From an optimization exercise on the open Yosys and OpenROAD flow, aimed at small area; shortcuts taken in it are not production practice.
Where RTL was checked, it was by simulation tests only, not by an equivalence proof against the original.
No activity file was given, so power comes from the tool's default toggle rates.

Setup of v6:
==> flow/design.v (excerpt) <==
module adder_tree (
    input           clk,
    input           rst_n,
    input  [127:0]  s_axis_din_data,
    input           s_axis_din_valid,
    output          s_axis_din_ready,
    output [11:0]   m_axis_dout_data,
    output          m_axis_dout_valid,
    input           m_axis_dout_ready
);
    reg  vld;
    wire ld = ~vld | m_axis_dout_ready;
    assign s_axis_din_ready  = ld;
    assign m_axis_dout_valid = vld;
    always @(posedge clk)
        if (~rst_n) vld <= 1'b0;
        else if (ld) vld <= s_axis_din_valid;
    wire s1;
    wire c2;
    wire s3;
    wire c4;
    wire s5;
    wire c6;
    wire s7;
    wire c8;
    wire s9;
    wire c10;
    wire s11;
    wire c12;
    wire s13;
    wire c14;
    wire s15;
    wire c16;
    wire s17;
    wire c18;
    wire s19;
    wire c20;
    wire s21;
    wire c22;
    wire s23;
    wire c24;
    wire s25;
    wire c26;
    wire s27;
    wire c28;
    wire s29;
    wire c30;
    wire s31;
    wire c32;
    wire s33;
    wire c34;
    wire s35;
    wire c36;
    wire s37;
    wire c38;
    wire s39;
    wire c40;
    wire s41;
    wire c42;
    wire s43;
    wire c44;
    wire s45;
    wire c46;
    wire s47;
    wire c48;
    wire s49;
    wire c50;
    wire s51;
    wire c52;
    wire s53;
    wire c54;
    wire s55;
    wire c56;
    wire s57;
    wire c58;
    wire s59;
    wire c60;
    wire s61;
    wire c62;
    wire s63;
    wire c64;
    wire s65;
    wire c66;
    wire s67;
    wire c68;
    wire s69;
    wire c70;
    wire s71;
    wire c72;
    wire s73;
    wire c74;
    wire s75;
  ...
For scale: about 190 cells after synthesis, roughly 3200 sq um of cells after synthesis.
==> flow/config.mk <==
export PLATFORM = sky130hd
export DESIGN_NAME = adder_tree
export DESIGN_NICKNAME = adder_tree
export VERILOG_FILES = /design/flow/design.v
export SDC_FILE = /design/flow/constraint.sdc
export NUM_CORES = 4
export LEC_CHECK = 0
export CAP_MARGIN = 20
export CORE_MARGIN = 2
export CORE_UTILIZATION = 65
export SETUP_SLACK_MARGIN = 0.05
export SLEW_MARGIN = 20
export SYNTH_HIERARCHICAL = 1
export SYNTH_MINIMUM_KEEP_SIZE = 0
==> flow/constraint.sdc <==
create_clock -name core_clock -period 3.7 [get_ports {clk}]
set_input_delay 0.7400 -clock core_clock [delete_from_list [all_inputs] [get_ports {clk}]]
set_output_delay 0.7400 -clock core_clock [all_outputs]
set_load 0.01 [all_outputs]
standard.sh (not shown) runs the stock make flow with config.mk's settings and CLKGATE_MAP_FILE= SYNTH_SCRIPT=/design/flow/synth_recipe.tcl, a recipe that flattens the netlist after the stock synthesis.
==> flow/flow/run.sh <==
#!/bin/bash
# Own layout flow: the standard ORFS flow (standard.sh, unchanged
# synthesis), with two layout choices changed:
#  - the port buffers that global placement inserts on every input and output
#    are the smallest buffer, sky130_fd_sc_hd__buf_1, instead of the default
#    pick (a delay cell), and
#  - clock tree synthesis uses small clock buffers and inserts no dummy loads.
# Every tool's full output is kept: make's output in flow_make.log, and each
# ORFS step's log under orfs/logs/.
set -euo pipefail
cd "$(dirname "${BASH_SOURCE[0]}")/.."
CTS_BUFS="${CTS_BUFS:-sky130_fd_sc_hd__clkbuf_4}"
bash standard.sh REMOVE_ABC_BUFFERS=1 \
  "BUFFER_PORTS_ARGS=-buffer_cell sky130_fd_sc_hd__buf_1" \
  "CTS_ARGS=-sink_clustering_enable -repair_clock_nets -dont_use_dummy_load -sink_clustering_size ${CTS_CLUSTER:-10} -buf_list $CTS_BUFS" \
  finish > flow_make.log 2>&1
test -f out/final.def
Modified inputs, v7 compared to v6
--- a/flow/design.v
+++ b/flow/design.v
@@ -238,24 +238,46 @@
     wire c221;
     wire n222;
     wire s223;
     wire c224;
     wire s225;
     wire c226;
     wire n227;
     wire s228;
     wire c229;
     wire n230;
     wire s231;
     wire c232;
+    wire s233;
+    wire c234;
+    wire s235;
+    wire c236;
+    wire s237;
+    wire c238;
+    wire s239;
+    wire c240;
+    wire s241;
+    wire c242;
+    wire s243;
+    wire c244;
+    wire s245;
+    wire c246;
+    wire n247;
+    wire s248;
+    wire c249;
+    wire u250;
+    wire u251;
+    wire u252;
+    wire u253;
+    wire u254;
     reg q0_0;
     reg q1_0;
     reg q2_0;
     reg q3_0;
     reg q3_1;
     reg q4_0;
     reg q4_1;
     reg q5_0;
     reg q5_1;
     reg q6_0;
     reg q6_1;
     reg q7_0;
@@ -399,24 +421,36 @@
     adder_tree_fa u_s213 (.a(c182), .b(c184), .ci(c186), .s(s213), .co(c214));
     assign n215 = ~c188;
     adder_tree_fa u_s216 (.a(n215), .b(c193), .ci(c195), .s(s216), .co(c217));
     adder_tree_fa u_s218 (.a(c190), .b(c197), .ci(s213), .s(s218), .co(c219));
     adder_tree_fa u_s220 (.a(c200), .b(c203), .ci(s216), .s(s220), .co(c221));
     assign n222 = ~s218;
     adder_tree_fa u_s223 (.a(n222), .b(c206), .ci(c208), .s(s223), .co(c224));
     adder_tree_fa u_s225 (.a(s220), .b(c210), .ci(s223), .s(s225), .co(c226));
     assign n227 = ~c217;
     adder_tree_fa u_s228 (.a(c214), .b(n227), .ci(c219), .s(s228), .co(c229));
     assign n230 = ~s228;
     adder_tree_fa u_s231 (.a(c221), .b(n230), .ci(c224), .s(s231), .co(c232));
-    wire [11:0] ra = {1'b0, ~q10_0, q9_0, q8_0, q7_0, q6_0, q5_0, q4_0, q3_0, q2_0, q1_0, q0_0};
-    wire [11:0] rb = {1'b0, q10_1, q9_1, q8_1, q7_1, q6_1, q5_1, q4_1, q3_1, 1'b0, 1'b0, 1'b0};
-    assign m_axis_dout_data = (ra + rb) ^ 12'h800;
+    adder_tree_ha u_s233 (.a(q3_0), .b(q3_1), .s(s233), .co(c234));
+    adder_tree_fa u_s235 (.a(q4_0), .b(q4_1), .ci(c234), .s(s235), .co(c236));
+    adder_tree_fa u_s237 (.a(q5_0), .b(q5_1), .ci(c236), .s(s237), .co(c238));
+    adder_tree_fa u_s239 (.a(q6_0), .b(q6_1), .ci(c238), .s(s239), .co(c240));
+    adder_tree_ha u_s241 (.a(q7_0), .b(q7_1), .s(s241), .co(c242));
+    adder_tree_fa u_s243 (.a(q8_0), .b(q8_1), .ci(c242), .s(s243), .co(c244));
+    adder_tree_fa u_s245 (.a(q9_0), .b(q9_1), .ci(c244), .s(s245), .co(c246));
+    assign n247 = ~q10_0;
+    adder_tree_fa u_s248 (.a(n247), .b(q10_1), .ci(c246), .s(s248), .co(c249));
+    assign u250 = s241 ^ (c240);
+    assign u251 = s243 ^ (c240 & s241);
+    assign u252 = s245 ^ (c240 & s241 & s243);
+    assign u253 = s248 ^ (c240 & s241 & s243 & s245);
+    assign u254 = c249 ^ (c240 & s241 & s243 & s245 & s248);
+    assign m_axis_dout_data = {u254, u253, u252, u251, u250, s239, s237, s235, s233, q2_0, q1_0, q0_0} ^ 12'h800;
 endmodule
 module adder_tree_fa (input a, input b, input ci, output s, output co);
     assign s  = a ^ b ^ ci;
     assign co = (a & b) | (a & ci) | (b & ci);
 endmodule
 module adder_tree_ha (input a, input b, output s, output co);
     assign s  = a ^ b;
     assign co = a & b;
 endmodule
- Non-clock buffer count (higher): v6
- Diff v6 -> v7 | power | down slightly
- Compare v6 and v7 | combinational cell fraction of total power lower: v7
- Compared with v6, in v7 internal power summed over all cells higher; area growth from synthesis to layout up 0.33 points; global-route usage shows an increase of 0.28 points.
No functional check of the RTL was part of v7.

separate check: timing with driven ports:
No port has a modelled driver above. Below, the same layouts with a new extraction and two added sets of constraints. Step 1 (the two cells are an assumption about what drives the block):
set clk [get_ports {clk}]
set_driving_cell -lib_cell sky130_fd_sc_hd__clkbuf_16 $clk
set_driving_cell -lib_cell sky130_fd_sc_hd__buf_2 [delete_from_list [all_inputs] $clk]
Step 2 adds t to the input delays and takes it off the output delays; t is the mean of the earliest and latest rising clock arrival at the registers after step 1. Input paths then give back, and output paths get back, about the clock's delay inside the block. Three values: ideal ports, drivers, drivers and shift; two values: the first two.
run	shift t [ns]	setup slack, ns	worst slew at a driven data input, ns
v6	0.317	0.122 / 0.116 / -0.200	0.05
v7	0.314	0.104 / 0.087 / -0.205	0.04
Met with ideal ports but missed after step 2: setup timing in v6 and v7. For v6, which loses most, drivers alone change the setup slack by -0.006 ns; drivers and shift together by -0.322 ns.
